What follows belongs to an exercise in optimizing a design on an open flow for small area and a short achievable clock period; a production flow would make more cautious choices.
Function was checked by simulation only, so behaviour that the tests miss may differ from the original.

**design.v**
```verilog
module signed_Mult32_3_Y21_final_4 (a,b,y);  
input [31:0] a,b;
output [63:0] y;
reg [63:0] out_y; 
always @(a or b)
begin
out_y=0;
if( (~|a) | (~|b) ) out_y = 0;
else
begin
if ( b == 32'b1)
out_y = a;
else  
out_y = a << 1;
end
end
assign y = out_y;
endmodule
module mult32exact (a,b,y); 
input [31:0] a;
input [31:0] b; 
output [63:0] y; 
assign y = a*b ;
endmodule 
module ff_mult32appx(clk,aa,bb,yy1,yy2);
input clk;
input [31:0] aa;
input [31:0] bb;
output [63:0] yy1,yy2;
reg [63:0] yy1;
reg [63:0] yy2;
reg [31:0] a1;
reg [31:0] b1;
wire [63:0] y1;
wire [63:0] y2;
always @(posedge clk)
begin
a1 <= aa;
b1 <= bb;
yy1 <= y1;
yy2 <= y2;
end
signed_Mult32_3_Y21_final_4 m1 (a1,b1,y1);
mult32exact m2 (a1,b1,y2);
endmodule
```
**run.sh**
```bash
#!/bin/bash
# synth_recipe.tcl (not shown) runs the flow's synth.tcl, then flattens the netlist and writes it again
# the make line also repeats each setting of config.mk as NAME=value (left out here)
make -C /OpenROAD-flow-scripts/flow DESIGN_CONFIG=/design/flow/config.mk WORK_HOME=/design/flow/orfs CLKGATE_MAP_FILE= SYNTH_SCRIPT=/design/flow/synth_recipe.tcl finish
```
**config.mk**
```make
export PLATFORM = sky130hd
export DESIGN_NAME = ff_mult32appx
export DESIGN_NICKNAME = ff_mult32appx
export VERILOG_FILES = /design/flow/design.v
export SDC_FILE = /design/flow/constraint.sdc
export NUM_CORES = 4
export LEC_CHECK = 0
export CAP_MARGIN = 20
export CORE_MARGIN = 2
export CORE_UTILIZATION = 40
export SETUP_SLACK_MARGIN = 4
export SLEW_MARGIN = 20
```
**constraint.sdc**
```tcl
create_clock -name core_clock -period 8.0 [get_ports {clk}]
set_input_delay 1.6000 -clock core_clock [delete_from_list [all_inputs] [get_ports {clk}]]
set_output_delay 1.6000 -clock core_clock [all_outputs]
set_load 0.01 [all_outputs]
```
==> notes.md <==
==> metrics by stage <==
| step | instances | util (%) |
|---|---|---|
| final | 5533 | 50.4 |
| after global routing | 5533 | 50.4 |
| after CTS | 5429 | 48.4 |
| after detailed placement | 5257 | 44.7 |
| after global placement | 5257 | 44.7 |
| after floorplan | 3992 | - |
==> registers in the layout, indices dropped and copies added, names as in the netlist <==
name and cells:
yy2 64, a1 32, b1 32, yy1 33
==> cell families (layout without fill, tap and decap cells) <==
kind of cell	after synthesis	count (layout)	synth area share [%]
flip-flops	161	161	8.67
other	1	33	0.0101
XOR/XNOR	62	62	1.46
AND/OR/NAND/NOR	1199	1199	16.7
AO/OA/AOI/OAI	232	232	4.16
adder cells (fa/ha/maj)	1159	1159	57.1
buffers and inverters	1147	1443	11.9
multiplexers	1	1	0.0269
==> routing by layer <==
layer  vias up  routed length [µm]  track usage [%]
li1      12100                   -                -
met1     14600               43300             28.7
met2       878               62700             45.0
met3       268                6320             3.36
met4         2                5620             10.8
met5         -                  13                0
==> worst max-delay path by stage <==
stage | start | end | slack [ns] | depth (start not counted)
finish | a1[14] | yy2[51] | 0.84 | 28
global route | a1[14] | yy2[48] | 0.62 | 25
CTS | a1[14] | yy2[60] | 0.85 | 22
detailed placement | b1[16] | yy2[63] | 0.08 | 21
global placement | b1[16] | yy2[63] | 0.16 | 21
floorplan | a1[11] | yy2[61] | 1.08 | 25
==> layout by cell type, fill, tap and decap left out, drive strengths merged, types with 9 or more instances in the layout <==
cell / netlist / routed
a21o: 22 / 22
a21oi: 73 / 73
a22o: 31 / 31
and2: 600 / 600
buf: 33 / 375
clkbuf: 251 / 27
clkdlybuf4s50: 0 / 161
conb: 1 / 31
dfxtp: 161 / 161
fa: 896 / 896
ha: 263 / 263
inv: 863 / 871
nand2: 477 / 477
nand4: 28 / 28
nor2: 40 / 40
nor3: 9 / 9
nor4: 16 / 16
o21ai: 43 / 43
o21bai: 12 / 12
xnor2: 36 / 36
xor2: 26 / 26
==> what timing repair did <==
action / in CTS / in global routing
hold buffers: 0 / 0
pin swaps: 105 / 138
setup buffers: 131 / 93
gates resized for setup: 362 / 176
cloned: 9 / 9
setup endpoints to repair: 59 / 57
==> layout make-up <==
type	instances	area share [%]
diodes	2	0.0108
clock buffers	18	0.948
clock inverters	14	0.357
flip-flops and latches	161	7.40
repair buffers	548	12.4
inverters	863	6.99
well taps	1243	3.36
multi-input cells	2684	68.5
==> impl_results.md <==
- Final nets: 5499
- Gate Count Post-Synth: 3962
- Drc violations: 0
- Hold Path Depth: 1
- Most frequent CP cell: fa_1
- DR iter-0 viols: 1648
- Min-Delay Endpoint: yy1[4]
- Dpl ws: 0.0776 ns
- Routed Antenna Nets: 0
- Die extent in x: 309 µm
- Area grow syn2layout: 24.5%
- Final hold slack: 0.566 ns
- Critical path required time: 8.40 ns
- Highest clock rate: 0.140 GHz
- Synth area leaders: fa_1 48%, and2_1 10%, ha_1 8.8%
- Layout cells sized above 1: 19.1%
- Synth top area share: 48.2%
- Synthesized area per cell: 9.39 µm²
- Vias: 27900
- Clock sinks: 161
- R2r worst-path depth: 28
- Critical Path Source Type: flop
- # H-tree levels: 4
- Slack of the critical path: 0.838 ns
- Least-Margin Pin Slew: 0.588 ns
- CTS max path bufs: 2
- Yosys top cell by area: fa_1
- Largest net degree at the start of global routing: 36
- Final wirelength: 118000 µm
- DP HPWL: 87800 µm
- CP Class: flop to flop
- Clock root cell: clkbuf_16
- FFs w/ async S/R, synth: 0%
- Overall global routing resource usage: 24.6%
- Register Area: 3430 µm²
- Filler cells: 8428
- Overflow after GRT: 0
- Slowest-stage cell, CP: fa_1
- Final period util: 89.5%
- Max Cap Viol: 0
- Clock skew: 0.0237 ns
- Vias in the first global route: 29800
- Unique masters post-synth: 66
- #FFs+latches synth: 161
- Rel. slew slack: 60.7%
- Setup TNS: 0 ns
- Post-synth top flop: dfxtp_1
- Syn. warnings: 2
- EDFF count, synth: 0
- Die height: 309 µm
- Clock latency on the worst-skew pair: 0.52 ns
- Slowest stage delay, CP: 0.61 ns
- Critical path's top delay family: adder cells
- Outcome: timing/DRC/antenna clean
- Initial DRT Pass Iterations: 7
- I/O pins: 193
- Hold WC Path Type: flop to flop
- Seq/Total Area, Yosys: 8.67%
- Final setup fails: 0
- DR vias/cell: 5.04
- Drt wl/cell: 21.3 µm
- Post-Syn Area: 37200 µm²
- CP Max Fanout: 6
- Row cnt: 111
- I/O Buffers: 161
- Most frequent cell after synthesis: fa_1
- R2r startpoint: a1[14]
- CTS Buf Count: 17
- RSZ-0062 raised after global routing: yes
- Worst reg-to-reg setup slack: 0.84 ns
- Die Footprint: 95400 µm²
- Crit end category: flop
- Worst endpoint data arrival time: 7.56 ns
- Final hold viol count: 0
- Area of the multi-input gates: 31700 µm²
- Fin area: 46300 µm²
- Core area: 91900 µm²
- Initial antenna violation count: 5
- DP Area: 41100 µm²
- First-pass GRT wire length: 175000 µm
- Crit path time final: 7.16 ns
- Most frequent cells after synthesis: 896 x fa_1, 863 x inv_1, 600 x and2_1
- Worst path buffer plus inverter count: 11
- Final slew viol count: 0
- Placer Congestion: 0.858
- TritonCTS clock tree: yes
- Min-delay src: a1[4]
- Starting Density: 40.5%
- Reg-to-reg endpoint: yy2[51]
- Clock Pin Slew Worst Setup and Hold Paths: 0.09 ns

port drivers added, routing unchanged:
No port has a modelled driver above. Below, the same layout with a new extraction and two added sets of constraints.
Step 1 sets driving cells, clkbuf_16 on the clock port and buf_2 on the other inputs (assumed; they add their load-dependent delay and slew).
Step 2 adds t to the input delays and takes it off the output delays; t is the mean of the earliest and latest rising clock arrival at the registers after step 1. Input paths then give back, and output paths get back, about the clock's delay inside the block.
a / b / c = no drivers / after step 1 / after step 2; a / b = the first two.
t (ns): 0.579
setup slack, ns: 0.838 / 0.838 / 0.838
hold slack, ns: 0.566 / 0.566 / 0.566
slew at the worst register clock pin (ns): 0.09 / 0.09
pins driven straight from the clock port: 1
After both steps this run still meets setup and hold. The setup slack of this run moves by 0.000 ns with the drivers and by 0.000 ns with both steps.
